Background: an optimization exercise with open tools, aiming at small area. Do not read the settings as production practice.
RTL that was checked went through simulation tests only; none was proved equivalent to the original.
The RTL of runs 5 to 7 was laid out without a check of its function.
Power figures rest on the tool's default switching activity, not on a simulated workload.

## flow/design.v (module list and top-level ports; edited modules follow where they fit)
// module fmul_tree: 2114 lines
// module fa3: 5 lines
// module ha2: 4 lines
// module fpu: 179 lines
module fpu(input logic clk,
           input logic [2:0] op,
           input logic [31:0] x1,
           input logic [31:0] x2,
           output logic [31:0] y);
  // ...
==> flow/run.sh <==
#!/bin/bash
# synth_recipe.tcl (not shown) runs the flow's synth.tcl, then flattens the netlist and writes it again
# the make line also repeats each setting of config.mk as NAME=value (left out here)
make -C /OpenROAD-flow-scripts/flow DESIGN_CONFIG=/design/flow/config.mk WORK_HOME=/design/flow/orfs CLKGATE_MAP_FILE= SYNTH_SCRIPT=/design/flow/synth_recipe.tcl finish
==> flow/config.mk <==
export PLATFORM = sky130hd
export DESIGN_NAME = fpu
export DESIGN_NICKNAME = fpu
export VERILOG_FILES = /design/flow/design.v
export SDC_FILE = /design/flow/constraint.sdc
export NUM_CORES = 4
export LEC_CHECK = 0
export CAP_MARGIN = 20
export CORE_MARGIN = 2
export CORE_UTILIZATION = 40
export SLEW_MARGIN = 20
export SYNTH_HIERARCHICAL = 1
==> flow/constraint.sdc <==
create_clock -name core_clock -period 10.0 [get_ports {clk}]
set_input_delay 2.0000 -clock core_clock [delete_from_list [all_inputs] [get_ports {clk}]]
set_output_delay 2.0000 -clock core_clock [all_outputs]
set_load 0.01 [all_outputs]
==> impl_results.md, run 1 <==
* Cts bufs inserted at 17
* DIE AREA at about 64000 sq um
* Fin cells at slightly below 4000
* RSZ-0062 raised after global routing: no
* Min setup slack post-route at 1669 ps
* Net switching power figure at 3301 uW
* Length of routed met2 wiring at between 40 and 50 mm
* Setup Viol. Count Final at 0
* Met3 Wirelength at 8.363 mm
* Seq pwr share at 12.9%
* Well Taps at 837
* Comb power frac at between 70% and 80%
* Outcome: complete, no violations
* Max reg flops at 33
* Worst path depth at 22
* Placed cell count at 3832
* Placed cell areas at around 27000 sq um
* Syn avg cell area at around 8.3 sq um
* WHS at between 300 and 400 ps
* Multi-input gate share of total cell area at 76.14%
* Die width at around 250 microns
* DR vias/cell at just over 6
* Final Max Tran Viols at 0
* Launch point of the worst path: rm[31]
* Measured slew at the worst slew-check pin at 1010 ps
* Number of diodes at 1
==> module fpu, before the edit <==
module fpu(input logic clk,
           input logic [2:0] op,
           input logic [31:0] x1,
           input logic [31:0] x2,
           output logic [31:0] y);
    logic is_add, is_mul, is_ftoi, is_itof, is_floor;
    assign is_add   = (op == 3'd0) | (op == 3'd1);
    assign is_mul   = (op == 3'd2);
    assign is_ftoi  = (op == 3'd3);
    assign is_itof  = (op == 3'd4);
    assign is_floor = (op == 3'd5);
    logic s1, s2;
    logic [7:0] e1, e2;
    logic [22:0] f1, f2;
    assign s1 = x1[31];
    assign s2 = x2[31] ^ (op == 3'd1);
    assign e1 = x1[30:23];
    assign e2 = x2[30:23];
    assign f1 = x1[22:0];
    assign f2 = x2[22:0];
    logic [8:0] d1, d2;
    logic [7:0] p2;
    logic big;
    assign d1 = {1'b0, e1} - {1'b0, e2};
    assign big = (e1 == e2) ? (f1 >= f2) : ~d1[8];
    assign p2 = is_add ? e2 : (is_ftoi ? 8'd158 : 8'd151);
    assign d2 = {1'b0, p2} - {1'b0, e1};
    logic [7:0] eb, es;
    logic [22:0] fb, fs;
    assign eb = big ? e1 : e2;
    assign es = big ? e2 : e1;
    assign fb = big ? f1 : f2;
    assign fs = big ? f2 : f1;
    logic fl_int;
    assign fl_int = d2[8] | (d2 == 9'd0);
    logic sticky;
    always_comb begin
        sticky = (e1 < 8'd127);
        for (int j = 0; j < 23; j++)
            if (f1[j] && ({1'b0, e1} + 9'(j) < 9'd150)) sticky = 1'b1;
    end
    logic inc;
    assign inc = s1 & sticky;
    logic itof_min;
    assign itof_min = (x1 == 32'h80000000);
    logic [32:0] sh_in, sh_out;
    logic [7:0] sh_amt;
    logic sh_kill;
    always_comb begin
        if (is_add) begin
            sh_in  = {2'b01, fs, 8'd0};
            sh_amt = big ? d1[7:0] : d2[7:0];
            sh_kill = (es == 8'd0);
        end else if (is_itof) begin
            sh_in  = {x1, 1'b0};
            sh_amt = 8'd0;
            sh_kill = itof_min;
        end else begin
            sh_in  = {1'b1, f1, 9'd0};
            sh_amt = (is_floor & fl_int) ? 8'd1 : d2[7:0];
            sh_kill = is_ftoi & d2[8];
        end
    end
    assign sh_out = sh_kill ? 33'd0 : (sh_in >> sh_amt);
    logic [31:0] u;
    logic [6:0] half;
    assign u = x1 ^ {32{s1}};
    always_comb begin
        half = 7'd0;
        for (int j = 0; j < 7; j++)
            half[j] = u[j + 24] & ~|(u[30:24] >> (j + 1));
    end
    logic [25:0] mx, my;
    logic mc1, mc2;
    fmul_tree u_tree(.a(f1), .b(f2), .X(mx), .Y(my), .c1(mc1), .c2(mc2));
    logic [32:1] a_d;
    logic [32:0] b_d;
    logic inv_d, cin_d, s_d;
    logic [8:0] e_d;
    always_comb begin
        a_d = 32'd0;
        b_d = {sh_out[32:8], 8'd0};
        inv_d = 1'b0;
        cin_d = 1'b0;
        s_d = s1;
        e_d = 9'd0;
        case (1'b1)
            is_add: begin
                a_d[31:8] = ((e1 != 8'd0) | (e2 != 8'd0)) ? {1'b1, fb} : 24'd0;
                inv_d = s1 ^ s2;
                cin_d = s1 ^ s2;
                s_d = big ? s1 : s2;
                e_d = {1'b0, eb};
            end
            is_mul: begin
                a_d[32:7] = mx;
                b_d = {my[25:1], mc2, {7{mc1}}};
                cin_d = mc1;
                s_d = x1[31] ^ x2[31];
                e_d = {1'b0, e1} + {1'b0, e2} + 9'd129;
            end
            is_ftoi: begin
                b_d = sh_out;
                inv_d = s1;
                cin_d = 1'b1;
            end
            is_itof: begin
                a_d[7:1] = itof_min ? 7'd0 : half;
                b_d = sh_out;
                inv_d = s1 & ~itof_min;
                cin_d = s1 & ~itof_min;
                e_d = 9'd157;
            end
            is_floor: begin
                b_d[7:0] = {8{inc}};
                cin_d = inc;
                e_d = fl_int ? {1'b0, e1} : 9'd150;
            end
            default: ;
        endcase
    end
    logic [32:1] ra;
    logic [32:0] rb;
    logic rinv, rcin, rs, rmz, rmu;
    logic [8:0] re;
    logic [2:0] rop;
    always_ff @(posedge clk) begin
        ra <= a_d;
        rb <= b_d;
        rinv <= inv_d;
        rcin <= cin_d;
        rs <= s_d;
        re <= e_d;
        rop <= op;
        rmz <= (e1 == 8'd0) | (e2 == 8'd0);
    end
    logic [32:0] sum;
    assign sum = {ra, 1'b0} + (rb ^ {33{rinv}}) + {32'd0, rcin};
    logic [31:0] rm;
    logic [9:0] re1;
    logic rs2, rmz2, rmu2;
    logic [2:0] rop2;
    always_ff @(posedge clk) begin
        rm <= sum[32:1];
        re1 <= {1'b0, re} + 10'd1;
        rs2 <= rs;
        rmz2 <= rmz;
        rmu2 <= ~re[8];
        rop2 <= rop;
    end
    logic [4:0] lz;
    always_comb begin
        lz = 5'd0;
        for (int i = 0; i < 32; i++)
            if (rm[i]) lz = 5'(31 - i);
    end
    logic [31:0] nrm;
    assign nrm = rm << lz;
    logic zero;
    assign zero = (rm == 32'd0);
    logic [10:0] t;
    assign t = {1'b0, re1} - {6'd0, lz};
    always_comb begin
        case (rop2)
            3'd3: y = rm;
            3'd2: begin
                if (rmz2) y = 32'd0;
                else if (rmu2 | (t[7:0] == 8'd0)) y = {rs2, 8'd1, 23'd0};
                else y = {rs2, t[7:0], nrm[30:8]};
            end
            3'd0, 3'd1, 3'd4, 3'd5: begin
                if (zero) y = {rs2 & (rop2 == 3'd4), 31'd0};
                else if (t[10] | (t == 11'd0)) y = 32'd0;
                else y = {rs2, t[7:0], nrm[30:8]};
            end
            default: y = 32'd0;
        endcase
    end
endmodule
==> run 2, diff against run 1 <==
--- a/flow/design.v
+++ b/flow/design.v
@@ -2126,6 +2126,10 @@
            input logic [31:0] x1,
            input logic [31:0] x2,
            output logic [31:0] y);
+    localparam logic [1:0] C_OTHER = 2'd0;   
+    localparam logic [1:0] C_ITOF  = 2'd1;
+    localparam logic [1:0] C_MUL   = 2'd2;
+    localparam logic [1:0] C_FTOI  = 2'd3;
     logic is_add, is_mul, is_ftoi, is_itof, is_floor;
     assign is_add   = (op == 3'd0) | (op == 3'd1);
     assign is_mul   = (op == 3'd2);
@@ -2148,19 +2152,20 @@
     assign big = (e1 == e2) ? (f1 >= f2) : ~d1[8];
     assign p2 = is_add ? e2 : (is_ftoi ? 8'd158 : 8'd151);
     assign d2 = {1'b0, p2} - {1'b0, e1};
-    logic [7:0] eb, es;
+    logic [7:0] eb;
     logic [22:0] fb, fs;
+    logic es_zero;
     assign eb = big ? e1 : e2;
-    assign es = big ? e2 : e1;
     assign fb = big ? f1 : f2;
     assign fs = big ? f2 : f1;
+    assign es_zero = big ? (e2 == 8'd0) : (e1 == 8'd0);
     logic fl_int;
     assign fl_int = d2[8] | (d2 == 9'd0);
     logic sticky;
     always_comb begin
         sticky = (e1 < 8'd127);
         for (int j = 0; j < 23; j++)
-            if (f1[j] && ({1'b0, e1} + 9'(j) < 9'd150)) sticky = 1'b1;
+            if (f1[j] && (e1 < 8'(150 - j))) sticky = 1'b1;
     end
     logic inc;
     assign inc = s1 & sticky;
@@ -2173,7 +2178,7 @@
         if (is_add) begin
             sh_in  = {2'b01, fs, 8'd0};
             sh_amt = big ? d1[7:0] : d2[7:0];
-            sh_kill = (es == 8'd0);
+            sh_kill = es_zero;
         end else if (is_itof) begin
             sh_in  = {x1, 1'b0};
             sh_amt = 8'd0;
@@ -2181,35 +2186,36 @@
         end else begin
             sh_in  = {1'b1, f1, 9'd0};
             sh_amt = (is_floor & fl_int) ? 8'd1 : d2[7:0];
-            sh_kill = is_ftoi & d2[8];
+            sh_kill = (is_ftoi & d2[8]) | ~(is_ftoi | is_floor | is_mul);
         end
     end
     assign sh_out = sh_kill ? 33'd0 : (sh_in >> sh_amt);
-    logic [31:0] u;
-    logic [6:0] half;
-    assign u = x1 ^ {32{s1}};
-    always_comb begin
-        half = 7'd0;
-        for (int j = 0; j < 7; j++)
-            half[j] = u[j + 24] & ~|(u[30:24] >> (j + 1));
-    end
     logic [25:0] mx, my;
     logic mc1, mc2;
     fmul_tree u_tree(.a(f1), .b(f2), .X(mx), .Y(my), .c1(mc1), .c2(mc2));
-    logic [32:1] a_d;
+    logic [8:0] me;
+    logic [8:0] mec;
+    assign mec[0] = 1'b1;
+    for (genvar i = 0; i < 8; i++) begin : g_me
+        fa3 u_fa(.a(e1[i]), .b(e2[i]), .c(mec[i]), .s(me[i]), .co(mec[i + 1]));
+    end
+    assign me[8] = mec[8];
+    logic [32:7] a_d;
     logic [32:0] b_d;
     logic inv_d, cin_d, s_d;
     logic [8:0] e_d;
+    logic [1:0] cls_d;
     always_comb begin
-        a_d = 32'd0;
+        a_d = 26'd0;
         b_d = {sh_out[32:8], 8'd0};
         inv_d = 1'b0;
         cin_d = 1'b0;
         s_d = s1;
         e_d = 9'd0;
+        cls_d = C_OTHER;
         case (1'b1)
             is_add: begin
-                a_d[31:8] = ((e1 != 8'd0) | (e2 != 8'd0)) ? {1'b1, fb} : 24'd0;
+                a_d[31:8] = (e1 != 8'd0) | (e2 != 8'd0) ? {1'b1, fb} : 24'd0;
                 inv_d = s1 ^ s2;
                 cin_d = s1 ^ s2;
                 s_d = big ? s1 : s2;
@@ -2220,19 +2226,21 @@
                 b_d = {my[25:1], mc2, {7{mc1}}};
                 cin_d = mc1;
                 s_d = x1[31] ^ x2[31];
-                e_d = {1'b0, e1} + {1'b0, e2} + 9'd129;
+                e_d = {me[8] ^ me[7], ~me[7], me[6:0]};
+                cls_d = C_MUL;
             end
             is_ftoi: begin
                 b_d = sh_out;
                 inv_d = s1;
                 cin_d = 1'b1;
+                cls_d = C_FTOI;
             end
             is_itof: begin
-                a_d[7:1] = itof_min ? 7'd0 : half;
                 b_d = sh_out;
                 inv_d = s1 & ~itof_min;
                 cin_d = s1 & ~itof_min;
                 e_d = 9'd157;
+                cls_d = C_ITOF;
             end
             is_floor: begin
                 b_d[7:0] = {8{inc}};
@@ -2242,11 +2250,11 @@
             default: ;
         endcase
     end
-    logic [32:1] ra;
+    logic [32:7] ra;
     logic [32:0] rb;
-    logic rinv, rcin, rs, rmz, rmu;
+    logic rinv, rcin, rs, rmz;
     logic [8:0] re;
-    logic [2:0] rop;
+    logic [1:0] rcls;
     always_ff @(posedge clk) begin
         ra <= a_d;
         rb <= b_d;
@@ -2254,49 +2262,84 @@
         rcin <= cin_d;
         rs <= s_d;
         re <= e_d;
-        rop <= op;
+        rcls <= cls_d;
         rmz <= (e1 == 8'd0) | (e2 == 8'd0);
     end
+    logic [32:0] bx;
+    assign bx = rb ^ {33{rinv}};
+    logic [6:0] half;
+    always_comb begin
+        for (int j = 0; j < 7; j++)
+            half[j] = (rcls == C_ITOF) & bx[j + 25] & ~|(bx[31:25] >> (j + 1));
+    end
+    logic [32:0] ax;
+    assign ax = {ra[32:8], ra[7] | half[6], half[5:0], 1'b0};
     logic [32:0] sum;
-    assign sum = {ra, 1'b0} + (rb ^ {33{rinv}}) + {32'd0, rcin};
+    add33 u_add(.a(ax), .b(bx), .cin(rcin), .s(sum));
     logic [31:0] rm;
-    logic [9:0] re1;
+    logic [8:0] re1;
     logic rs2, rmz2, rmu2;
-    logic [2:0] rop2;
+    logic [1:0] rcls2;
     always_ff @(posedge clk) begin
         rm <= sum[32:1];
-        re1 <= {1'b0, re} + 10'd1;
+        re1 <= re + 9'd1;
         rs2 <= rs;
         rmz2 <= rmz;
         rmu2 <= ~re[8];
-        rop2 <= rop;
+        rcls2 <= rcls;
     end
+    logic [31:0] n16, n8, n4, n2, n1;
     logic [4:0] lz;
-    always_comb begin
-        lz = 5'd0;
-        for (int i = 0; i < 32; i++)
-            if (rm[i]) lz = 5'(31 - i);
-    end
-    logic [31:0] nrm;
-    assign nrm = rm << lz;
+    assign lz[4] = ~|rm[31:16];
+    assign n16 = lz[4] ? {rm[15:0], 16'd0} : rm;
+    assign lz[3] = ~|n16[31:24];
+    assign n8 = lz[3] ? {n16[23:0], 8'd0} : n16;
+    assign lz[2] = ~|n8[31:28];
+    assign n4 = lz[2] ? {n8[27:0], 4'd0} : n8;
+    assign lz[1] = ~|n4[31:30];
+    assign n2 = lz[1] ? {n4[29:0], 2'd0} : n4;
+    assign lz[0] = ~n2[31];
+    assign n1 = lz[0] ? {n2[30:0], 1'd0} : n2;
     logic zero;
-    assign zero = (rm == 32'd0);
-    logic [10:0] t;
-    assign t = {1'b0, re1} - {6'd0, lz};
-    always_comb begin
-        case (rop2)
-            3'd3: y = rm;
-            3'd2: begin
+    assign zero = ~n1[31];
+    logic [9:0] t;
+    assign t = {1'b0, re1} - {5'd0, lz};
+    always_comb begin
+        case (rcls2)
+            C_FTOI: y = rm;
+            C_MUL: begin
                 if (rmz2) y = 32'd0;
                 else if (rmu2 | (t[7:0] == 8'd0)) y = {rs2, 8'd1, 23'd0};
-                else y = {rs2, t[7:0], nrm[30:8]};
+                else y = {rs2, t[7:0], n1[30:8]};
             end
-            3'd0, 3'd1, 3'd4, 3'd5: begin
-                if (zero) y = {rs2 & (rop2 == 3'd4), 31'd0};
-                else if (t[10] | (t == 11'd0)) y = 32'd0;
-                else y = {rs2, t[7:0], nrm[30:8]};
+            default: begin
+                if (zero) y = {rs2 & (rcls2 == C_ITOF), 31'd0};
+                else if (t[9] | (t == 10'd0)) y = 32'd0;
+                else y = {rs2, t[7:0], n1[30:8]};
             end
-            default: y = 32'd0;
         endcase
     end
 endmodule
+module add33(input logic [32:0] a,
+             input logic [32:0] b,
+             input logic cin,
+             output logic [32:0] s);
+    logic [17:0] cl;
+    assign cl[0] = cin;
+    for (genvar i = 0; i < 17; i++) begin : g_lo
+        fa3 u_fa(.a(a[i]), .b(b[i]), .c(cl[i]), .s(s[i]), .co(cl[i + 1]));
+    end
+    logic [15:0] h;
+    logic [16:0] ch;
+    logic [15:0] pa;
+    assign h[0] = a[17] ^ b[17];
+    assign ch[1] = a[17] & b[17];
+    for (genvar i = 1; i < 16; i++) begin : g_hi
+        fa3 u_fa(.a(a[17 + i]), .b(b[17 + i]), .c(ch[i]), .s(h[i]), .co(ch[i + 1]));
+    end
+    assign pa[0] = 1'b1;
+    for (genvar i = 1; i < 16; i++) begin : g_pa
+        assign pa[i] = pa[i - 1] & h[i - 1];
+    end
+    assign s[32:17] = h ^ (pa & {16{cl[17]}});
+endmodule
--- a/flow/config.mk
+++ b/flow/config.mk
@@ -8,5 +8,6 @@
 export CAP_MARGIN = 20
 export CORE_MARGIN = 2
 export CORE_UTILIZATION = 40
+export CTS_BUF_LIST = sky130_fd_sc_hd__clkbuf_4
 export SLEW_MARGIN = 20
 export SYNTH_HIERARCHICAL = 1
==> run 2 against run 1 <==
Against the previous run: sequential share of layout area is 0.64 points higher; largest cell class unchanged; via count decreased by 16%; critical path type unchanged; largest power group unchanged; fmax decreased by 7.0%; clock power is 43% lower; still clean; critical path depth grew 4; routed wire length decreased by 14%.
==> impl_results.md, run 2 <==
* Die Span Y at 237.4 microns (was 253.9 microns)
* RSZ-0062 raised after global routing: no (unchanged)
* Biggest register: rb (unchanged)
* Largest net degree at the start of global routing at 56 (was 59)
* Buffers on Ports at 99 (unchanged)
* Clock slew at reported path FFs at 100 ps (was 50 ps)
* Worst skew pair latency at 540 ps (was 420 ps)
* Critical Path End Type: output pin (unchanged)
* Overflow after GRT at 0 (unchanged)
* Resized Gates After CTS at 0 (unchanged)
* Setup Viol. Count Final at 0 (unchanged)
* H-tree level count at 4 (unchanged)
* Final Hold Violating Endpoints at 0 (unchanged)
* Setup tns final at 0 ps (unchanged)
* Share of cells above drive strength 1 at 6.032% (was 5.418%)
* Measured slew at the worst slew-check pin at 1090 ps (was 1010 ps)
* Required @ worst endpoint at 8000 ps (about the same)
* Total GRT Usage at 29.38% (was 29.69%)
* Ports at 100 (unchanged)
* Initial Util at 40.49% (about the same)
* Filler cell count in the final layout at 5293 (was 6230)
* Slew Limit Headroom at 27.36% (was 32.66%)
* Maximum clock path buffer count at 2 (unchanged)
* 1st-iter DRT viols at 2309 (was 2645)
* Crit start category: register (unchanged)
* First-pass GRT wire length at 126.5 mm (was 146.4 mm)
* Final Max Tran Viols at 0 (unchanged)
* Pre-CTS setup slack at 1347 ps (was 1453 ps)
* CTS Hold Bufs at 0 (unchanged)
* Min setup slack post-route at 1040 ps (was 1669 ps)
* Drt drc at 0 (unchanged)
* Max frequency at 111.6 MHz (was 120.0 MHz)
* DR vias/cell at 6.133 (was 6.123)
* Synth-to-Final Area Change at 9.331% (was 9.473%)
* CTS tree: built (unchanged)
* Dpl hpwl at 62.09 mm (was 72.78 mm)
* Row cnt at 85 (was 91)
* Number of global-route vias before repair at 20850 (was 24230)
* Clk sinks at 120 (was 129)
* Syn avg cell area at 8.695 sq um (was 8.264 sq um)
* Synth warn at 7 (unchanged)
* Die width at 237.4 microns (was 253.9 microns)
* Wire per inst at 25.35 microns (was 24.79 microns)
* VDD IR max at 161.5 uV (was 158.4 uV)
* DRT Pass-1 Iters at 8 (was 6)
* CP Class: register to output pin (unchanged)
* Pwr dens at 231.3 nW/um^2 (was 229.9 nW/um^2)
* Drt total wl at 82.40 mm (was 95.81 mm)
* Highest-count cells in the layout ignoring fill and taps: nand2_1 (576), fa_1 (427), inv_1 (159), o21ai_0 (146), nor2_1 (120) (was nand2_1 (598), fa_1 (389), nor2_1 (187), inv_1 (177), o21ai_0 (171))
* CTS Root Cell: clkbuf_4 (was clkbuf_16)
* WHS at 341.5 ps (was 325.5 ps)
* Leak pwr at 0.009454 uW (was 0.01107 uW)
* DIE AREA at 56360 sq um (was 64490 sq um)
* Critical Path AT at 6960 ps (was 6330 ps)
* Total power at 5510 uW (was 6289 uW)
* Post-CTS Setup Inserts at 0 (unchanged)
* Largest registers: rb (33), rm (32), ra (26) (was rb (33), ra (32), rm (32))
* Final worst-path cycle share at 89.60% (was 83.31%)
* Final nets at 3083 (was 3575)
* Initial antenna violation count at 1 (unchanged)
* Crit-path max FO at 26 (was 16)
* Outcome: complete, no violations (unchanged)
* Mapped cell area at 21790 sq um (was 24990 sq um)
* Max reg flops at 33 (unchanged)
* Cts bufs inserted at 17 (unchanged)
* CORE AREA at 53810 sq um (was 61710 sq um)
* Syn Inst Count at 2506 (was 3024)
* Commonest non-fill, non-tap cell in the layout: nand2_1 (unchanged)
* Gpl congestion at 0.9833 (was 0.9871)
* Via count at 19930 (was 23670)
* Hold Path Class: register to register (unchanged)
* ANT nets after route at 0 (unchanged)
* Final setup skew at 23.51 ps (was 6.224 ps)
* Crit path time final at 8960 ps (was 8331 ps)
* Max cap viols at 0 (unchanged)
-- run 2: metal layers --
metal | share of wire, % | wire [microns] | global-route usage (%)
met3 | 9.7 | 7965 | 5.888
met1 | 41 | 33710 | 40.02
met4 | 3.7 | 3034 | 10.14
met2 | 46 | 37690 | 46.73
met5 | 0 | 0 | 0
-- run 2: stage by stage --
step | cells | instance area, sq um | util [%]
finish | 3250 | 23820 | 44.27
global route | 3250 | 23820 | 44.27
CTS | 3249 | 23820 | 44.26
detailed placement | 3217 | 23520 | 43.71
global placement | 3217 | 23520 | 43.71
floorplan | 2509 | 21800 | -
-- run 2: layout make-up --
cell class | instances | area, sq um | area share [%]
clock inverters | 13 | 155.1 | 0.6513
diodes | 1 | 2.502 | 0.01050
clock buffers | 19 | 142.6 | 0.5987
inverters | 162 | 608.1 | 2.553
multi-input cells | 2057 | 18030 | 75.67
well taps | 696 | 870.8 | 3.655
repair buffers | 182 | 1614 | 6.775
flip-flops and latches | 120 | 2404 | 10.09
-- run 2: final timing paths --
kind	startpoint	endpoint	cells after the start	slack [ps]
worst max-delay path	rm[26]	y[1]	26	1040
worst min-delay path	rs	rs2	0	340
worst max register to register	rinv	rm[25]	24	1320
worst min register to register	rs	rs2	0	340
-- run 2: report_power, final --
group          internal [uW]  switching [uW]  leakage, uW
clock                    177             182     0.000161
sequential               610             181     0.000996
combinational           1780            2580      0.00830
-- run 2: critical path: stages (launching register included) --
cell and delay [ps]:
dfxtp_1 350, nor4_1 520, nand4_1 220, o31ai_1 410
nor2_1 90, buf_4 220, inv_1 210, buf_4 230
o21ai_0 110, a21boi_1 260, o21ai_2 120, inv_1 110
ha_1 180, inv_1 50, fa_1 400, a21oi_1 170
nor2_1 60, nor2_1 150, o21ai_0 130, xor2_1 210
and3_1 210, a2bb2oi_1 80, o211ai_1 220, and2_1 690
inv_1 250, a32o_1 290, clkdlybuf4s50_1 480
==> run 3, diff against run 2 <==
--- a/flow/config.mk
+++ b/flow/config.mk
@@ -8,6 +8,5 @@
 export CAP_MARGIN = 20
 export CORE_MARGIN = 2
 export CORE_UTILIZATION = 40
-export CTS_BUF_LIST = sky130_fd_sc_hd__clkbuf_4
 export SLEW_MARGIN = 20
 export SYNTH_HIERARCHICAL = 1
==> run 3 against run 2 <==
Against the previous run: still clean on timing, DRC and antenna; die area is the same; fmax up 0.95%; core utilization increased by 0.57 points; power is 5.1% higher; worst hold slack lost 15 ps; synthesized cell count did not move; critical path depth did not move; critical path type unchanged; largest power group unchanged.
==> impl_results.md, run 3 <==
* Outcome: complete, no violations (unchanged)
* Critical path's slowest cell: and2_1 (unchanged)
* Syn avg cell area at 8.695 sq um (unchanged)
* Min setup slack post-route at 1124 ps (was 1040 ps)
* Final setup skew at 9.425 ps (was 23.51 ps)
* DR vias/cell at 6.130 (was 6.133)
* Cts bufs inserted at 17 (unchanged)
* Multi-input logic area at 18030 sq um (unchanged)
* Dpl hpwl at 62.09 mm (unchanged)
* Largest registers: rb (33), rm (32), ra (26) (unchanged)
* Total GRT Usage at 29.39% (was 29.38%)
* Final nets at 3083 (unchanged)
* Via count at 19920 (was 19930)
* CORE AREA at 53810 sq um (unchanged)
* DIE AREA at 56360 sq um (unchanged)
* Share of cells above drive strength 1 at 6.032% (unchanged)
* Drt total wl at 82.56 mm (was 82.40 mm)
* Pwr dens at 240.0 nW/um^2 (was 231.3 nW/um^2)
* RSZ-0062 raised after global routing: no (unchanged)
* Critical path's top delay family: simple AND/OR/NAND/NOR gates (unchanged)
* Post-CTS Setup Inserts at 0 (unchanged)
* Worst skew pair latency at 410 ps (was 540 ps)
* Commonest non-fill, non-tap cell in the layout: nand2_1 (unchanged)
* Crit-path max FO at 26 (unchanged)
* Number of diodes at 0 (was 1)
* 1st-iter DRT viols at 2235 (was 2309)
* Initial Util at 40.49% (unchanged)
* Final Hold Violating Endpoints at 0 (unchanged)
* Overflow after GRT at 0 (unchanged)
* Wire per inst at 25.41 microns (was 25.35 microns)
* Die Span Y at 237.4 microns (unchanged)
* Crit path time final at 8876 ps (was 8960 ps)
* Setup Viol. Count Final at 0 (unchanged)
* Buffers on Ports at 99 (unchanged)
* CTS Hold Bufs at 0 (unchanged)
* Largest net degree at the start of global routing at 56 (unchanged)
* R2R Setup Slk at 1320 ps (about the same)
* Critical Path AT at 6880 ps (was 6960 ps)
* Top cell by count, worst path: inv_1 (unchanged)
* First-pass GRT wire length at 126.7 mm (was 126.5 mm)
* Highest-count cells in the layout ignoring fill and taps: nand2_1 (576), fa_1 (427), inv_1 (159), o21ai_0 (146), nor2_1 (120) (unchanged)
* Final Max Tran Viols at 0 (unchanged)
* Measured slew at the worst slew-check pin at 1091 ps (was 1090 ps)
* Max cap viols at 0 (unchanged)
* Initial antenna violation count at 0 (was 1)
* Number of global-route vias before repair at 20880 (was 20850)
* Ports at 100 (unchanged)
* Pre-CTS setup slack at 1347 ps (unchanged)
* Critical Path End Type: output pin (unchanged)
* Required @ worst endpoint at 8000 ps (about the same)
* Synth warn at 7 (unchanged)
* Hold Path Class: register to register (unchanged)
* Leak pwr at 0.009589 uW (was 0.009454 uW)
* Clk sinks at 120 (unchanged)
* Filler cell count in the final layout at 5248 (was 5293)
* Placed cell count at 3217 (unchanged)
* CP Class: register to output pin (unchanged)
* Clock slew at reported path FFs at 50 ps (was 100 ps)
* DRT Pass-1 Iters at 7 (was 8)
* VDD IR max at 162.5 uV (was 161.5 uV)
* Max reg flops at 33 (unchanged)
* Synth-to-Final Area Change at 10.74% (was 9.331%)
* Setup tns final at 0 ps (unchanged)
* Row cnt at 85 (unchanged)
* H-tree level count at 4 (unchanged)
* Syn Inst Count at 2506 (unchanged)
* Biggest register: rb (unchanged)
* Total power at 5792 uW (was 5510 uW)
* Worst path max stage delay at 710 ps (was 690 ps)
* Max frequency at 112.7 MHz (was 111.6 MHz)
* Count of buffer and inverter cells on the critical path at 7 (unchanged)
* Drt drc at 0 (unchanged)
* Die width at 237.4 microns (unchanged)
* Slew Limit Headroom at 27.28% (was 27.36%)
* Register area at 2404 sq um (unchanged)
* Gpl congestion at 0.9833 (unchanged)
* Crit start category: register (unchanged)
* Maximum clock path buffer count at 2 (unchanged)
* CTS tree: built (unchanged)
* Final worst-path cycle share at 88.76% (was 89.60%)
* Fin cells at 3249 (was 3250)
* Resized Gates After CTS at 0 (unchanged)
* CTS Root Cell: clkbuf_16 (was clkbuf_4)
* Mapped cell area at 21790 sq um (unchanged)
* ANT nets after route at 0 (unchanged)
* WHS at 326.8 ps (was 341.5 ps)
[run 3: cell types whose count changed in the layout (fill, tap and decap cells not counted)]
cell and delta:
clkbuf_1 +2, clkinv_1 -2, diode_2 -1, clkbuf_4 -19, clkbuf_8 +2, clkbuf_16 +17
[run 3: report_power, final]
group | internal (uW) | total, uW | switching [uW] | leakage [uW]
logic | 1790 | 4380 | 2590 | 0.00830
registers | 612 | 793 | 181 | 0.000996
clock network | 405 | 619 | 214 | 0.000297
total | 2800 | 5790 | 2990 | 0.00959
[run 3: layout make-up]
type	instances	share of cell area, %
Multi-Input combinational cell	2057	74.70
Sequential cell	120	9.961
Clock inverter	11	0.6118
Tap cell	696	3.609
Timing Repair Buffer	182	6.689
Clock buffer	21	1.908
Inverter	162	2.520
[run 3: final timing paths]
check	startpoint	endpoint	cells past startpoint
setup reg to reg	rinv	rm[25]	24
hold / removal	rs	rs2	0
setup / recovery	rm[26]	y[1]	26
hold reg to reg	rs	rs2	0
[run 3: per-stage QoR]
| step | util [%] | cell area, sq um |
|---|---|---|
| floorplan | - | 21800 |
| global placement | 43.71 | 23520 |
| detailed placement | 43.71 | 23520 |
| CTS | 44.84 | 24130 |
| global route | 44.84 | 24130 |
| finish | 44.84 | 24130 |
[run 3: metal layers]
| layer | GRT usage [%] | wire length, microns | up-vias |
|---|---|---|---|
| met1 | 40.16 | 33860 | 10020 |
| li1 | - | - | 8444 |
| met4 | 9.777 | 2897 | 0 |
| met3 | 5.714 | 8000 | 221 |
| met5 | 0 | 0 | - |
| met2 | 46.92 | 37810 | 1236 |
==> run 4, diff against run 3 <==
==> flow/flow/run.sh (new file) <==
#!/bin/bash
# The standard layout, with the port buffers that placement inserts
# made sky130_fd_sc_hd__buf_1 (the standard flow picks a larger buffer).
set -euo pipefail
export BUFFER_PORTS_ARGS="-buffer_cell sky130_fd_sc_hd__buf_1"
bash standard.sh > standard.log 2>&1
==> flow/standard.sh (new file) <==
#!/bin/bash
# synth_recipe.tcl (not shown) runs the flow's synth.tcl, then flattens the netlist and writes it again
# the make line also repeats each setting of config.mk as NAME=value (left out here)
make -C /OpenROAD-flow-scripts/flow DESIGN_CONFIG=/design/flow/config.mk WORK_HOME=/design/flow/orfs CLKGATE_MAP_FILE= SYNTH_SCRIPT=/design/flow/synth_recipe.tcl "${@:-finish}"
removed: flow/run.sh
==> run 4 against run 3 <==
Against the previous run: critical path depth is 5 lower; final area down 3.0%; clock power shrank 9.9%; power decreased by 5.4%; clock skew barely moved; routed wire length shrank 2.9%; register-to-register slack worse by 150 ps.
==> impl_results.md, run 4 <==
* Outcome: complete, no violations (unchanged)
* Drt total wl at 80.16 mm (was 82.56 mm)
* Final worst-path cycle share at 88.89% (was 88.76%)
* DRT Pass-1 Iters at 8 (was 7)
* Final Hold Violating Endpoints at 0 (unchanged)
* Final setup skew at 9.444 ps (was 9.425 ps)
* Initial antenna violation count at 0 (unchanged)
* Via count at 19800 (was 19920)
* Met1 WL at 33.56 mm (was 33.86 mm)
* Final Max Tran Viols at 0 (unchanged)
* Synth warn at 7 (unchanged)
* Multi-input logic area at 18030 sq um (about the same)
* Syn avg cell area at 8.695 sq um (unchanged)
* Overflow after GRT at 0 (unchanged)
* First-pass GRT wire length at 123.9 mm (was 126.7 mm)
* Biggest register: rb (unchanged)
* DR vias/cell at 6.107 (was 6.130)
* Clk sinks at 120 (unchanged)
* Required @ worst endpoint at 8000 ps (about the same)
* Number of global-route vias before repair at 21010 (was 20880)
* RSZ-0062 raised after global routing: no (unchanged)
* CTS tree: built (unchanged)
* Total power at 5482 uW (was 5792 uW)
* Share of cells above drive strength 1 at 6.088% (was 6.032%)
* Met3 Wirelength at 6.932 mm (was 8.000 mm)
* Slew Limit Headroom at 29.99% (was 27.28%)
* Largest registers: rb (33), rm (32), ra (26) (unchanged)
* Commonest non-fill, non-tap cell in the layout: nand2_1 (unchanged)
* Setup tns final at 0 ps (unchanged)
* Clock slew at reported path FFs at 60 ps (was 50 ps)
* Measured slew at the worst slew-check pin at 1050 ps (was 1091 ps)
* Syn Inst Count at 2506 (unchanged)
* Drt drc at 0 (unchanged)
* Maximum clock path buffer count at 2 (unchanged)
* Wire per inst at 24.72 microns (was 25.41 microns)
* Fin util at 43.49% (was 44.84%)
* Critical Path End Type: output pin (unchanged)
* Leak pwr at 0.009271 uW (was 0.009589 uW)
* H-tree level count at 4 (unchanged)
* Die width at 237.4 microns (unchanged)
* Max reg flops at 33 (unchanged)
* Setup Viol. Count Final at 0 (unchanged)
* Pwr dens at 234.2 nW/um^2 (was 240.0 nW/um^2)
* Dpl hpwl at 59.48 mm (was 62.09 mm)
* Synth-to-Final Area Change at 7.419% (was 10.74%)
* Crit-path max FO at 26 (unchanged)
* Largest net degree at the start of global routing at 56 (unchanged)
* WHS at 329.8 ps (was 326.8 ps)
* Filler cell count in the final layout at 5362 (was 5248)
* CTS Root Cell: clkbuf_16 (unchanged)
* Crit path time final at 8889 ps (was 8876 ps)
* Number of diodes at 0 (unchanged)
* Total GRT Usage at 28.60% (was 29.39%)
* Buffers on Ports at 99 (unchanged)
* Row cnt at 85 (unchanged)
* R2R Setup Slk at 1170 ps (was 1320 ps)
* Gpl congestion at 0.9696 (was 0.9833)
* ANT nets after route at 0 (unchanged)
* CTS Hold Bufs at 0 (unchanged)
* Cts bufs inserted at 17 (unchanged)
* Resized Gates After CTS at 0 (unchanged)
* Initial Util at 40.49% (unchanged)
* 1st-iter DRT viols at 1881 (was 2235)
* Ports at 100 (unchanged)
* Critical Path AT at 6890 ps (was 6880 ps)
* CP Class: register to output pin (unchanged)
* Max cap viols at 0 (unchanged)
* Register area at 2404 sq um (unchanged)
* Max frequency at 112.5 MHz (was 112.7 MHz)
* DR top layer: met4 (unchanged)
* Post-CTS Setup Inserts at 0 (unchanged)
* VDD IR max at 131.8 uV (was 162.5 uV)
* Mapped cell area at 21790 sq um (unchanged)
* Hold Path Class: register to register (unchanged)
* Crit start category: register (unchanged)
* DIE AREA at 56360 sq um (unchanged)
* Highest-count cells in the layout ignoring fill and taps: nand2_1 (576), fa_1 (427), inv_1 (159), o21ai_0 (146), nor2_1 (120) (unchanged)
* Die Span Y at 237.4 microns (unchanged)
* CORE AREA at 53810 sq um (unchanged)
* Final nets at 3076 (was 3083)
* Worst skew pair latency at 420 ps (was 410 ps)
* Length of routed met2 wiring at 37.07 mm (was 37.81 mm)
## run 4: through the flow
step           instances  setup WS, ps  cell area (sq um)
2_1_floorplan       2509          1753              21800
3_3_place_gp        3210          1383              22860
3_5_place_dp        3210          1194              22860
4_1_cts             3242          1180              23400
5_1_grt             3242         533.9              23410
6_report            3242          1111              23410
## run 4: critical path, cell delays in order (launching register included)
cell	delay [ps]
dfxtp_1	340
nor4_1	530
nand4_1	230
o31ai_1	460
nor2_1	100
buf_4	220
inv_1	240
o21a_1	770
inv_2	380
ha_1	370
nor2b_1	120
o21ai_0	190
a21oi_1	110
o21ai_0	150
nand2b_1	110
or3_1	350
a2bb2oi_1	160
o211ai_1	210
and2_1	720
inv_1	270
a32o_1	290
buf_1	120
## run 4: path summary, 6_finish.rpt
check,from,cells past startpoint,end
worst max-delay path,rm[26],21,y[1]
worst min-delay path,rs,0,rs2
worst min register to register,rs,0,rs2
worst max register to register,rinv,24,rm[31]
## run 4: report_power, final
group          leakage, uW  internal, uW  total, uW  switching (uW)
logic              0.00802          1630       4140            2510
registers         0.000996           612        779             168
clock network     0.000260           322        558             236
total              0.00927          2570       5480            2920
## run 4: per-layer routing
metal	GRT usage, %	up-vias
met4	8.824	0
met3	5.458	186
met2	46.56	1140
li1	-	8440
met5	0	-
met1	38.67	10030
## run 4: area by class of cell
class | count | area share, %
clock buffer | 18 | 1.834
clock inverter | 14 | 0.5025
inverter | 162 | 2.598
multi-input combinational | 2057 | 77.02
sequential | 120 | 10.27
tap | 696 | 3.721
timing repair buffer | 175 | 4.057
==> run 5, diff against run 4 <==
--- a/flow/design.v
+++ b/flow/design.v
@@ -2150,7 +2150,7 @@
     logic big;
     assign d1 = {1'b0, e1} - {1'b0, e2};
     assign big = (e1 == e2) ? (f1 >= f2) : ~d1[8];
-    assign p2 = is_add ? e2 : (is_ftoi ? 8'd158 : 8'd151);
+    assign p2 = is_add ? e2 : (is_ftoi ? 8'd157 : 8'd150);
     assign d2 = {1'b0, p2} - {1'b0, e1};
     logic [7:0] eb;
     logic [22:0] fb, fs;
@@ -2161,6 +2161,8 @@
     assign es_zero = big ? (e2 == 8'd0) : (e1 == 8'd0);
     logic fl_int;
     assign fl_int = d2[8] | (d2 == 9'd0);
+    logic ft_158;
+    assign ft_158 = (d2 == 9'h1ff);
     logic sticky;
     always_comb begin
         sticky = (e1 < 8'd127);
@@ -2184,9 +2186,9 @@
             sh_amt = 8'd0;
             sh_kill = itof_min;
         end else begin
-            sh_in  = {1'b1, f1, 9'd0};
-            sh_amt = (is_floor & fl_int) ? 8'd1 : d2[7:0];
-            sh_kill = (is_ftoi & d2[8]) | ~(is_ftoi | is_floor | is_mul);
+            sh_in  = {2'b01, f1, 8'd0};
+            sh_amt = ((is_floor & fl_int) | ft_158) ? 8'd0 : d2[7:0];
+            sh_kill = (is_ftoi & d2[8] & ~ft_158) | ~(is_ftoi | is_floor | is_mul);
         end
     end
     assign sh_out = sh_kill ? 33'd0 : (sh_in >> sh_amt);
@@ -2233,6 +2235,7 @@
                 b_d = sh_out;
                 inv_d = s1;
                 cin_d = 1'b1;
+                e_d = {8'd0, ft_158};
                 cls_d = C_FTOI;
             end
             is_itof: begin
@@ -2306,7 +2309,7 @@
     assign t = {1'b0, re1} - {5'd0, lz};
     always_comb begin
         case (rcls2)
-            C_FTOI: y = rm;
+            C_FTOI: y = re1[1] ? {rm[30:0], 1'b0} : rm;
             C_MUL: begin
                 if (rmz2) y = 32'd0;
                 else if (rmu2 | (t[7:0] == 8'd0)) y = {rs2, 8'd1, 23'd0};
--- a/flow/config.mk
+++ b/flow/config.mk
@@ -8,5 +8,6 @@
 export CAP_MARGIN = 20
 export CORE_MARGIN = 2
 export CORE_UTILIZATION = 40
+export CTS_BUF_LIST = sky130_fd_sc_hd__clkbuf_8
 export SLEW_MARGIN = 20
 export SYNTH_HIERARCHICAL = 1
==> run 5 against run 4 <==
Against the previous run: synthesized area down 0.88%; flip-flop and latch count did not move; register-to-register slack gained 140 ps; non-clock buffer count decreased by 4; synthesized cell count decreased by 4.2%; worst hold slack lost 1.2 ps; cell count is 3.0% lower; clock power shrank 25%; first-iteration DRC count grew 12%; count of clock-buffer cells in the layout down 1.
==> impl_results.md, run 5 <==
* Highest-count cells in the layout ignoring fill and taps: nand2_1 (541), fa_1 (427), inv_1 (157), mux2i_1 (131), dfxtp_1 (118) (was nand2_1 (576), fa_1 (427), inv_1 (159), o21ai_0 (146), nor2_1 (120))
* Clk sinks at 120 (unchanged)
* Gpl congestion at 0.9771 (was 0.9696)
* Clock power share at 7.7% (was 10.2%)
* Mapped cell area at 21600 sq um (was 21790 sq um)
* Max cap viols at 0 (unchanged)
* Pwr dens at 235.1 nW/um^2 (was 234.2 nW/um^2)
* Biggest register: rb (unchanged)
* Post-CTS Setup Inserts at 0 (unchanged)
* Count of buffer and inverter cells on the critical path at 5 (unchanged)
* Dpl hpwl at 57.39 mm (was 59.48 mm)
* CORE AREA at 53600 sq um (was 53810 sq um)
* Cell-internal power at 2520 uW (was 2565 uW)
* Measured slew at the worst slew-check pin at 1088 ps (was 1050 ps)
* First-pass GRT wire length at 120.3 mm (was 123.9 mm)
* ANT nets after route at 0 (unchanged)
* Leak pwr at 0.009153 uW (was 0.009271 uW)
* Fin util at 42.97% (was 43.49%)
* Worst-path cell chain: nor4_1 -> and4_1 -> a21oi_1 -> and4_1 -> a21oi_2 -> buf_4 -> clkinv_1 -> o221ai_1 -> nor2_1 -> inv_1 -> ha_1 -> a21o_1 -> a21o_1 -> a21o_1 -> a21o_1 -> nor3_1 -> xnor2_1 -> nand4_1 -> a21o_1 -> a32oi_2 -> buf_4 -> o22ai_1 -> buf_1 (was nor4_1 -> nand4_1 -> o31ai_1 -> nor2_1 -> buf_4 -> inv_1 -> o21a_1 -> inv_2 -> ha_1 -> nor2b_1 -> o21ai_0 -> a21oi_1 -> o21ai_0 -> nand2b_1 -> or3_1 -> a2bb2oi_1 -> o211ai_1 -> and2_1 -> inv_1 -> a32o_1 -> buf_1)
* Net switching power figure at 2895 uW (was 2917 uW)
* CP Class: register to output pin (unchanged)
* Placed cell count at 3113 (was 3210)
* Crit path time final at 8812 ps (was 8889 ps)
* Outcome: complete, no violations (unchanged)
* Largest registers: rb (33), rm (32), ra (26) (unchanged)
* Wire per inst at 24.85 microns (was 24.72 microns)
* CTS Hold Bufs at 0 (unchanged)
* Final nets at 2979 (was 3076)
* Crit start category: register (unchanged)
* Commonest non-fill, non-tap cell in the layout: nand2_1 (unchanged)
* Setup Viol. Count Final at 0 (unchanged)
* Final worst-path cycle share at 88.12% (was 88.89%)
* Critical path's slowest cell: and4_1 (was o21a_1)
* Filler cell count in the final layout at 5296 (was 5362)
* Resized Gates After CTS at 0 (unchanged)
* Die width at 236.4 microns (was 237.4 microns)
* Clock slew at reported path FFs at 80 ps (was 60 ps)
* DRT Pass-1 Iters at 6 (was 8)
* Critical Path AT at 6810 ps (was 6890 ps)
* CTS tree: built (unchanged)
* Number of global-route vias before repair at 20100 (was 21010)
* Buffers on Ports at 99 (unchanged)
* Syn avg cell area at 8.996 sq um (was 8.695 sq um)
* Crit-path max FO at 33 (was 26)
* Ports at 100 (unchanged)
* Synth warn at 7 (unchanged)
* Cts bufs inserted at 17 (unchanged)
* Drt drc at 0 (unchanged)
* Drt total wl at 78.15 mm (was 80.16 mm)
* Seq pwr share at 14.4% (was 14.2%)
* VDD IR max at 157.5 uV (was 131.8 uV)
* Via count at 19080 (was 19800)
* Comb power frac at 77.9% (was 75.6%)
* Worst path max stage delay at 620 ps (was 770 ps)
* Row cnt at 85 (unchanged)
* Number of diodes at 0 (unchanged)
* 1st-iter DRT viols at 2105 (was 1881)
* Worst skew pair latency at 450 ps (was 420 ps)
* Critical path's top delay family: compound AO/OA/AOI/OAI gates (unchanged)
* Initial Util at 40.29% (was 40.49%)
* Hold Path Class: register to register (unchanged)
* Largest net degree at the start of global routing at 55 (was 56)
* RSZ-0062 raised after global routing: no (unchanged)
* Syn Inst Count at 2401 (was 2506)
* Max frequency at 113.5 MHz (was 112.5 MHz)
* Die Span Y at 236.4 microns (was 237.4 microns)
* Max reg flops at 33 (unchanged)
* Initial antenna violation count at 1 (was 0)
* Maximum clock path buffer count at 2 (unchanged)
* Switching part of the total power at 53.47% (was 53.20%)
* Slew Limit Headroom at 27.47% (was 29.99%)
* Total GRT Usage at 28.12% (was 28.60%)
* Final Hold Violating Endpoints at 0 (unchanged)
* Critical Path End Type: output pin (unchanged)
* Final Max Tran Viols at 0 (unchanged)
* Setup tns final at 0 ps (unchanged)
* Final setup skew at 15.00 ps (was 9.444 ps)
* H-tree level count at 4 (unchanged)
* Share of cells above drive strength 1 at 6.778% (was 6.088%)
* Fin cells at 3145 (was 3242)
* Top cell by count, worst path: a21o_1
* Required @ worst endpoint at 8000 ps (about the same)
* DIE AREA at 55870 sq um (was 56360 sq um)
* Synth-to-Final Area Change at 6.644% (was 7.419%)
* CTS Root Cell: clkbuf_8 (was clkbuf_16)
* Overflow after GRT at 0 (unchanged)
* DR vias/cell at 6.068 (was 6.107)
[run 5: layout make-up]
cell class	instances	area, sq um	area share (%)
Sequential cell	120	2405	10.44
Timing Repair Buffer	171	919.6	3.993
Multi-Input combinational cell	1966	17860	77.54
Inverter	160	600.6	2.607
Clock buffer	17	234.0	1.016
Tap cell	696	870.8	3.781
Clock inverter	15	142.6	0.6193
[run 5: worst paths after layout]
check	start	to	slack, ps	cells past startpoint
worst max-delay path	rm[22]	y[20]	1190	23
worst min-delay path	rmz	rmz2	330	0
worst max register to register	rinv	rm[31]	1310	24
worst min register to register	rmz	rmz2	330	0
[run 5: routing by layer]
layer  up-vias  share of wire [%]  GRT usage (%)
met1      9569                 41          37.95
li1       8142                  -              -
met4         0                3.9          10.89
met2      1132                 46          45.13
met3       241                9.3          4.857
met5         -                  0              0
[run 5: worst register-to-register path, stage by stage (launching register included)]
cell and delay, ps:
dfxtp_2 650, xor2_1 320, nand3b_1 190, or3_1 160
nor2_1 60, nor4bb_1 160, fa_1 450, fa_1 390
fa_1 390, fa_1 390, fa_1 390, fa_1 390
fa_1 390, fa_1 390, fa_1 390, fa_1 390
fa_1 400, fa_1 390, fa_1 390, fa_1 400
fa_1 400, fa_1 480, nand4_2 320, nor4_1 130
xor2_1 150
[run 5: power groups by stage]
stage          combinational (uW)  clock, uW  sequential (uW)
2_1_floorplan                2930          0              689
3_3_place_gp                 4060          0              785
3_5_place_dp                 4160          0              787
4_1_cts                      4170        427              775
5_1_grt                      4690        446              788
6_report                     4220        418              781
[run 5: metrics by stage]
| step | area (sq um) | power [uW] | hold WS [ps] | setup WS (ps) |
|---|---|---|---|---|
| 2_1_floorplan | 21610 | 3619 | 309.6 | 1753 |
| 3_3_place_gp | 22660 | 4847 | 315.5 | 1459 |
| 3_5_place_dp | 22660 | 4943 | 312.1 | 1338 |
| 4_1_cts | 23030 | 5371 | 327.4 | 1230 |
| 5_1_grt | 23030 | 5925 | 336.6 | 631.9 |
| 6_report | 23030 | 5415 | 328.6 | 1188 |
==> run 6, diff against run 5 <==
==> flow/config.mk (replaced) <==
export PLATFORM = sky130hd
export DESIGN_NAME = fpu
export DESIGN_NICKNAME = fpu
export VERILOG_FILES = /design/flow/design.v
export SDC_FILE = /design/flow/constraint.sdc
export NUM_CORES = 4
export LEC_CHECK = 0
export CAP_MARGIN = 0
export CORE_MARGIN = 2
export CORE_UTILIZATION = 40
export SLEW_MARGIN = 0
export SYNTH_HIERARCHICAL = 1
==> run 6 against run 5 <==
Against the previous run: still clean; synthesized cell count unchanged; setup slack improved by 17 ps; core utilization increased by 0.36 points; fmax increased by 0.19%; worst hold slack got worse by 4.7 ps.
==> impl_results.md, run 6 <==
* Filler cell count in the final layout at 5284 (was 5296)
* Buffers on Ports at 99 (unchanged)
* Setup Viol. Count Final at 0 (unchanged)
* Number of diodes at 0 (unchanged)
* CORE AREA at 53600 sq um (unchanged)
* Dpl hpwl at 57.39 mm (unchanged)
* Gpl congestion at 0.9771 (unchanged)
* Post-CTS Setup Inserts at 0 (unchanged)
* Hold Path Class: register to register (unchanged)
* Final Max Tran Viols at 0 (unchanged)
* CP Class: register to output pin (unchanged)
* Synth warn at 7 (unchanged)
* ANT nets after route at 0 (unchanged)
* Leak pwr at 0.009236 uW (was 0.009153 uW)
* Biggest register: rb (unchanged)
* Clock slew at reported path FFs at 60 ps (was 80 ps)
* Largest net degree at the start of global routing at 55 (unchanged)
* 1st-iter DRT viols at 2058 (was 2105)
* Overflow after GRT at 0 (unchanged)
* Mapped cell area at 21600 sq um (unchanged)
* Syn avg cell area at 8.996 sq um (unchanged)
* Slew Limit Headroom at 25.98% (was 27.47%)
* Wire per inst at 24.90 microns (was 24.85 microns)
* Crit start category: register (unchanged)
* Total GRT Usage at 28.15% (was 28.12%)
* VDD IR max at 156.6 uV (was 157.5 uV)
* Number of global-route vias before repair at 20110 (was 20100)
* Setup tns final at 0 ps (unchanged)
* Synth-to-Final Area Change at 7.531% (was 6.644%)
* H-tree level count at 4 (unchanged)
* Maximum clock path buffer count at 2 (unchanged)
* Final setup skew at 10.41 ps (was 15.00 ps)
* Drt total wl at 78.31 mm (was 78.15 mm)
* Outcome: complete, no violations (unchanged)
* Crit path time final at 8796 ps (was 8812 ps)
* Share of cells above drive strength 1 at 6.778% (unchanged)
* Crit-path max FO at 33 (unchanged)
* CTS tree: built (unchanged)
* Critical Path AT at 6800 ps (was 6810 ps)
* Die width at 236.4 microns (unchanged)
* Resized Gates After CTS at 0 (unchanged)
* CTS Root Cell: clkbuf_16 (was clkbuf_8)
* Largest registers: rb (33), rm (32), ra (26) (unchanged)
* Syn Inst Count at 2401 (unchanged)
* DR vias/cell at 6.087 (was 6.068)
* Initial Util at 40.29% (unchanged)
* Row cnt at 85 (unchanged)
* DIE AREA at 55870 sq um (unchanged)
* Max frequency at 113.7 MHz (was 113.5 MHz)
* Measured slew at the worst slew-check pin at 1110 ps (was 1088 ps)
* Highest-count cells in the layout ignoring fill and taps: nand2_1 (541), fa_1 (427), inv_1 (156), mux2i_1 (131), dfxtp_1 (118) (was nand2_1 (541), fa_1 (427), inv_1 (157), mux2i_1 (131), dfxtp_1 (118))
* Drt drc at 0 (unchanged)
* Cts bufs inserted at 17 (unchanged)
* Final Hold Violating Endpoints at 0 (unchanged)
* DRT Pass-1 Iters at 6 (unchanged)
* Via count at 19140 (was 19080)
* Commonest non-fill, non-tap cell in the layout: nand2_1 (unchanged)
* Final worst-path cycle share at 87.96% (was 88.12%)
* Max cap viols at 0 (unchanged)
* Worst path max stage delay at 610 ps (was 620 ps)
* Critical path's slowest cell: and4_1 (unchanged)
* Die Span Y at 236.4 microns (unchanged)
* Ports at 100 (unchanged)
* Worst-path cell chain: nor4_1 -> and4_1 -> a21oi_1 -> and4_1 -> a21oi_2 -> buf_4 -> clkinv_1 -> o221ai_1 -> nor2_1 -> inv_1 -> ha_1 -> a21o_1 -> a21o_1 -> a21o_1 -> a21o_1 -> nor3_1 -> xnor2_1 -> nand4_1 -> a21o_1 -> a32oi_2 -> buf_4 -> o22ai_1 -> buf_1 (unchanged)
* Required @ worst endpoint at 8000 ps (about the same)
* Pwr dens at 240.4 nW/um^2 (was 235.1 nW/um^2)
* First-pass GRT wire length at 120.4 mm (was 120.3 mm)
* Max reg flops at 33 (unchanged)
* Clk sinks at 120 (unchanged)
* Final nets at 2979 (unchanged)
* Initial antenna violation count at 1 (unchanged)
* RSZ-0062 raised after global routing: no (unchanged)
* Critical Path End Type: output pin (unchanged)
* CTS Hold Bufs at 0 (unchanged)
* Fin util at 43.33% (was 42.97%)
* Worst skew pair latency at 420 ps (was 450 ps)
* Top cell by count, worst path: a21o_1 (unchanged)
run 6: critical path: cells and delay by family, from the launching register on:
kind / cells / cell delay (ps)
compound gates: 10 / 2170
simple gates: 6 / 1660
buf+inv: 5 / 1620
flops: 1 / 350
fa+ha+maj: 1 / 330
xor+xnor: 1 / 200
run 6: final cells by class:
type	instances	area, sq um	area share [%]
multi-input cells	1966	17860	76.90
inverters	160	600.6	2.586
repair buffers	171	919.6	3.960
clock inverters	14	138.9	0.5980
clock buffers	18	429.2	1.848
well taps	696	870.8	3.750
flip-flops and latches	120	2405	10.35
run 6: through the flow:
step	power, uW	setup WS (ps)	area [sq um]	hold WS [ps]	cells
floorplan	3619	1753	21610	309.6	2404
global route	6095	653.5	23220	333.3	3145
finish	5583	1204	23220	323.9	3145
CTS	5539	1277	23220	323.1	3145
detailed placement	4943	1338	22660	312.1	3113
global placement	4847	1459	22660	315.5	3113
run 6: layer usage:
layer / share of wire [%] / routed length (microns) / track usage, %
met1: 41 / 32330 / 38.06
met2: 46 / 36020 / 45.20
met3: 9.0 / 7070 / 5.149
met4: 3.7 / 2883 / 10.18
met5: 0 / 0 / 0
run 6: report_power, final:
| part | internal [uW] | switching [uW] |
|---|---|---|
| combinational | 1710 | 2500 |
| clock | 347 | 240 |
| sequential | 605 | 175 |
| total | 2670 | 2920 |
run 6: path summary, 6_finish.rpt:
check / cells past startpoint / start / endpoint / slack, ps
setup / recovery: 23 / rm[30] / y[20] / 1200
hold / removal: 0 / rmz / rmz2 / 320
setup reg to reg: 24 / rinv / rm[31] / 1330
hold reg to reg: 0 / rmz / rmz2 / 320
==> run 7, diff against run 6 <==
--- a/flow/design.v
+++ b/flow/design.v
@@ -2204,14 +2204,13 @@
     assign me[8] = mec[8];
     logic [32:7] a_d;
     logic [32:0] b_d;
-    logic inv_d, cin_d, s_d;
+    logic inv_d, s_d;
     logic [8:0] e_d;
     logic [1:0] cls_d;
     always_comb begin
         a_d = 26'd0;
         b_d = {sh_out[32:8], 8'd0};
         inv_d = 1'b0;
-        cin_d = 1'b0;
         s_d = s1;
         e_d = 9'd0;
         cls_d = C_OTHER;
@@ -2219,14 +2218,12 @@
             is_add: begin
                 a_d[31:8] = (e1 != 8'd0) | (e2 != 8'd0) ? {1'b1, fb} : 24'd0;
                 inv_d = s1 ^ s2;
-                cin_d = s1 ^ s2;
                 s_d = big ? s1 : s2;
                 e_d = {1'b0, eb};
             end
             is_mul: begin
                 a_d[32:7] = mx;
                 b_d = {my[25:1], mc2, {7{mc1}}};
-                cin_d = mc1;
                 s_d = x1[31] ^ x2[31];
                 e_d = {me[8] ^ me[7], ~me[7], me[6:0]};
                 cls_d = C_MUL;
@@ -2234,20 +2231,17 @@
             is_ftoi: begin
                 b_d = sh_out;
                 inv_d = s1;
-                cin_d = 1'b1;
                 e_d = {8'd0, ft_158};
                 cls_d = C_FTOI;
             end
             is_itof: begin
                 b_d = sh_out;
                 inv_d = s1 & ~itof_min;
-                cin_d = s1 & ~itof_min;
                 e_d = 9'd157;
                 cls_d = C_ITOF;
             end
             is_floor: begin
                 b_d[7:0] = {8{inc}};
-                cin_d = inc;
                 e_d = fl_int ? {1'b0, e1} : 9'd150;
             end
             default: ;
@@ -2255,14 +2249,13 @@
     end
     logic [32:7] ra;
     logic [32:0] rb;
-    logic rinv, rcin, rs, rmz;
+    logic rinv, rs, rmz;
     logic [8:0] re;
     logic [1:0] rcls;
     always_ff @(posedge clk) begin
         ra <= a_d;
         rb <= b_d;
         rinv <= inv_d;
-        rcin <= cin_d;
         rs <= s_d;
         re <= e_d;
         rcls <= cls_d;
@@ -2277,8 +2270,10 @@
     end
     logic [32:0] ax;
     assign ax = {ra[32:8], ra[7] | half[6], half[5:0], 1'b0};
+    logic cin;
+    assign cin = (rcls == C_FTOI) | rinv | rb[0];
     logic [32:0] sum;
-    add33 u_add(.a(ax), .b(bx), .cin(rcin), .s(sum));
+    add33 u_add(.a(ax), .b(bx), .cin(cin), .s(sum));
     logic [31:0] rm;
     logic [8:0] re1;
     logic rs2, rmz2, rmu2;
--- a/flow/config.mk
+++ b/flow/config.mk
@@ -5,8 +5,9 @@
 export SDC_FILE = /design/flow/constraint.sdc
 export NUM_CORES = 4
 export LEC_CHECK = 0
-export CAP_MARGIN = 0
+export CAP_MARGIN = 20
 export CORE_MARGIN = 2
 export CORE_UTILIZATION = 40
-export SLEW_MARGIN = 0
+export CTS_BUF_LIST = sky130_fd_sc_hd__clkbuf_8
+export SLEW_MARGIN = 20
 export SYNTH_HIERARCHICAL = 1
==> run 7 against run 6 <==
Against the previous run: clock power shrank 27%; first-iteration DRC count grew 1.1%; routed wire length up 1.3%; register-to-register slack worse by 40 ps; cell count up 0.32%; core utilization decreased by 0.25 points; sequential share of layout area down 0.068 points; via count increased by 0.41%; fmax is 3.1% lower; global-route usage increased by 0.11 points; largest power group unchanged.
==> impl_results.md, run 7 <==
* Mapped cell area at 21770 sq um (was 21600 sq um)
* Outcome: complete, no violations (unchanged)
* Syn avg cell area at 8.998 sq um (was 8.996 sq um)
* ANT nets after route at 0 (unchanged)
* Synth-to-Final Area Change at 6.476% (was 7.531%)
* DR vias/cell at 6.092 (was 6.087)
* Number of global-route vias before repair at 20110 (about the same)
* Clock slew at reported path FFs at 80 ps (was 60 ps)
* Setup Viol. Count Final at 0 (unchanged)
* Syn Inst Count at 2420 (was 2401)
* Max cap viols at 0 (unchanged)
* Buffers on Ports at 99 (unchanged)
* Die Span Y at 237.3 microns (was 236.4 microns)
* DRT Pass-1 Iters at 6 (unchanged)
* Biggest register: rb (unchanged)
* Post-CTS Setup Inserts at 0 (unchanged)
* Final Max Tran Viols at 0 (unchanged)
* Worst skew pair latency at 440 ps (was 420 ps)
* DIE AREA at 56320 sq um (was 55870 sq um)
* Ports at 100 (unchanged)
* Overflow after GRT at 0 (unchanged)
* Critical Path End Type: output pin (unchanged)
* Crit path time final at 9075 ps (was 8796 ps)
* Largest net degree at the start of global routing at 58 (was 55)
* Critical path's slowest cell: nor4_1 (was and4_1)
* Final Hold Violating Endpoints at 0 (unchanged)
* Die width at 237.3 microns (was 236.4 microns)
* RSZ-0062 raised after global routing: no (unchanged)
* Final setup skew at 10.38 ps (was 10.41 ps)
* Required @ worst endpoint at 8000 ps (about the same)
* R2R depth at 24 (unchanged)
* 1st-iter DRT viols at 2081 (was 2058)
* Hold Path Cell Cnt at 0 (unchanged)
* Clk sinks at 119 (was 120)
* Critical Path AT at 7080 ps (was 6800 ps)
* Worst path max stage delay at 480 ps (was 610 ps)
* H-tree level count at 4 (unchanged)
* Dpl hpwl at 59.34 mm (was 57.39 mm)
* Leak pwr at 0.009315 uW (was 0.009236 uW)
* Maximum clock path buffer count at 2 (unchanged)
* Final worst-path cycle share at 90.75% (was 87.96%)
* Gpl congestion at 0.9703 (was 0.9771)
* CORE AREA at 53810 sq um (was 53600 sq um)
* CTS Root Cell: clkbuf_8 (was clkbuf_16)
* Max reg flops at 33 (unchanged)
* Final nets at 2990 (was 2979)
* Via count at 19220 (was 19140)
* Wire per inst at 25.15 microns (was 24.90 microns)
* Hold Path Class: register to register (unchanged)
* Crit-path max FO at 30 (was 33)
* CTS Hold Bufs at 0 (unchanged)
* Pwr dens at 237.1 nW/um^2 (was 240.4 nW/um^2)
* Cts bufs inserted at 17 (unchanged)
* Initial antenna violation count at 0 (was 1)
* Number of diodes at 0 (unchanged)
* CP Class: register to output pin (unchanged)
* Share of cells above drive strength 1 at 6.791% (was 6.778%)
* VDD IR max at 158.2 uV (was 156.6 uV)
* Synth warn at 7 (unchanged)
* Drt total wl at 79.34 mm (was 78.31 mm)
* Commonest non-fill, non-tap cell in the layout: nand2_1 (unchanged)
* Total power at 5497 uW (was 5583 uW)
* Fin util at 43.08% (was 43.33%)
* Measured slew at the worst slew-check pin at 1101 ps (was 1110 ps)
* Highest-count cells in the layout ignoring fill and taps: nand2_1 (547), fa_1 (427), inv_1 (158), mux2i_1 (137), dfxtp_1 (117) (was nand2_1 (541), fa_1 (427), inv_1 (156), mux2i_1 (131), dfxtp_1 (118))
* Setup tns final at 0 ps (unchanged)
* Row cnt at 85 (unchanged)
* Total GRT Usage at 28.26% (was 28.15%)
* Slew Limit Headroom at 26.62% (was 25.98%)
* Crit start category: register (unchanged)
* First-pass GRT wire length at 121.8 mm (was 120.4 mm)
* Max frequency at 110.2 MHz (was 113.7 MHz)
* CTS tree: built (unchanged)
* Initial Util at 40.46% (was 40.29%)
* Drt drc at 0 (unchanged)
* Largest registers: rb (33), rm (32), ra (26) (unchanged)
run 7: cell type report:
type                       count  area, sq um
fill                        5323        30630
multi-input combinational   1979        18050
sequential                   119         2385
timing repair buffer         166        880.8
tap                          696        870.8
inverter                     163        611.8
clock buffer                  17        234.0
clock inverter                15        156.4
run 7: worst paths after layout:
path           from      to  slack, ps
max          rm[29]    y[2]        920
min             rmz    rmz2        330
max reg2reg    rinv  rm[31]       1290
min reg2reg     rmz    rmz2        330
run 7: worst max-delay path: cells and delay by family, from the launching register on:
family | cells | cell delay, ps
XOR/XNOR | 1 | 120
AO/OA/AOI/OAI | 9 | 2110
buffers and inverters | 6 | 1310
flip-flops | 1 | 340
adder cells (fa/ha/maj) | 2 | 610
AND/OR/NAND/NOR | 9 | 2100
run 7: power breakdown:
| group | leakage (uW) | switching [uW] | internal (uW) |
|---|---|---|---|
| Combinational | 0.00813 | 2560 | 1730 |
| Clock | 0.000202 | 222 | 207 |
| Sequential | 0.000986 | 179 | 596 |
| Total | 0.00931 | 2960 | 2530 |
run 7: per-stage QoR:
stage,hold WS (ps),setup slack [ps],std cells,cell area (sq um)
3_3_place_gp,316.8,1334,3123,22790
6_report,334.6,924.7,3155,23180
2_1_floorplan,309.6,1734,2423,21790
3_5_place_dp,317.9,1219,3123,22790
5_1_grt,348.6,274.1,3155,23180
4_1_cts,336.8,732.0,3155,23180
run 7: what timing repair did:
item,in CTS,in global routing
endpoints found under the hold margin,0,0
gates resized for setup,0,1
endpoints found under the setup margin,0,1
run 7: metal layers:
layer	vias to the layer above	track usage, %	wire, microns
met2	1117	46.02	36600
met4	0	9.929	2793
met1	9741	37.69	32540
li1	8150	-	-
met5	-	0	0
met3	213	5.400	7410

==> separate check: timing with driven ports <==
Ports are ideal in the flow. The routed layouts listed here were re-timed in OpenROAD. Step 1: set_driving_cell puts a clkbuf_16 on clk and a buf_2 on each other input, an assumption about the parent block. Step 2 times the ports against the registers' clock, not the clock port: input delays grow and output delays shrink by t, the midpoint of the rising clock arrivals with the driver on. a / b / c = ideal ports / drivers / drivers and shift; a / b = the first two.
| run | t (ns) | slack for setup (ns) | worst setup path after step 2 | clock arrival spread, ns | pins driven straight from the clock port |
|---|---|---|---|---|---|
| run 1 | 0.454 | 1.669 / 1.628 / 1.449 | input to register | 0.007 / 0.006 | 1 |
| run 2 | 0.567 | 1.040 / 1.006 / 1.243 | input to register | 0.023 / 0.023 | 1 |
| run 3 | 0.444 | 1.124 / 1.089 / 1.222 | input to register | 0.010 / 0.010 | 1 |
| run 4 | 0.449 | 1.111 / 1.075 / 1.171 | register to register | 0.010 / 0.009 | 1 |
| run 5 | 0.486 | 1.188 / 1.148 / 1.310 | register to register | 0.015 / 0.015 | 1 |
| run 6 | 0.462 | 1.204 / 1.160 / 1.330 | register to register | 0.011 / 0.011 | 1 |
| run 7 | 0.483 | 0.925 / 0.877 / 1.293 | register to register | 0.015 / 0.015 | 1 |
After both steps every run listed still meets setup and hold. For run 1, which loses most, drivers alone change the setup slack by -0.041 ns; drivers and shift together by -0.220 ns.
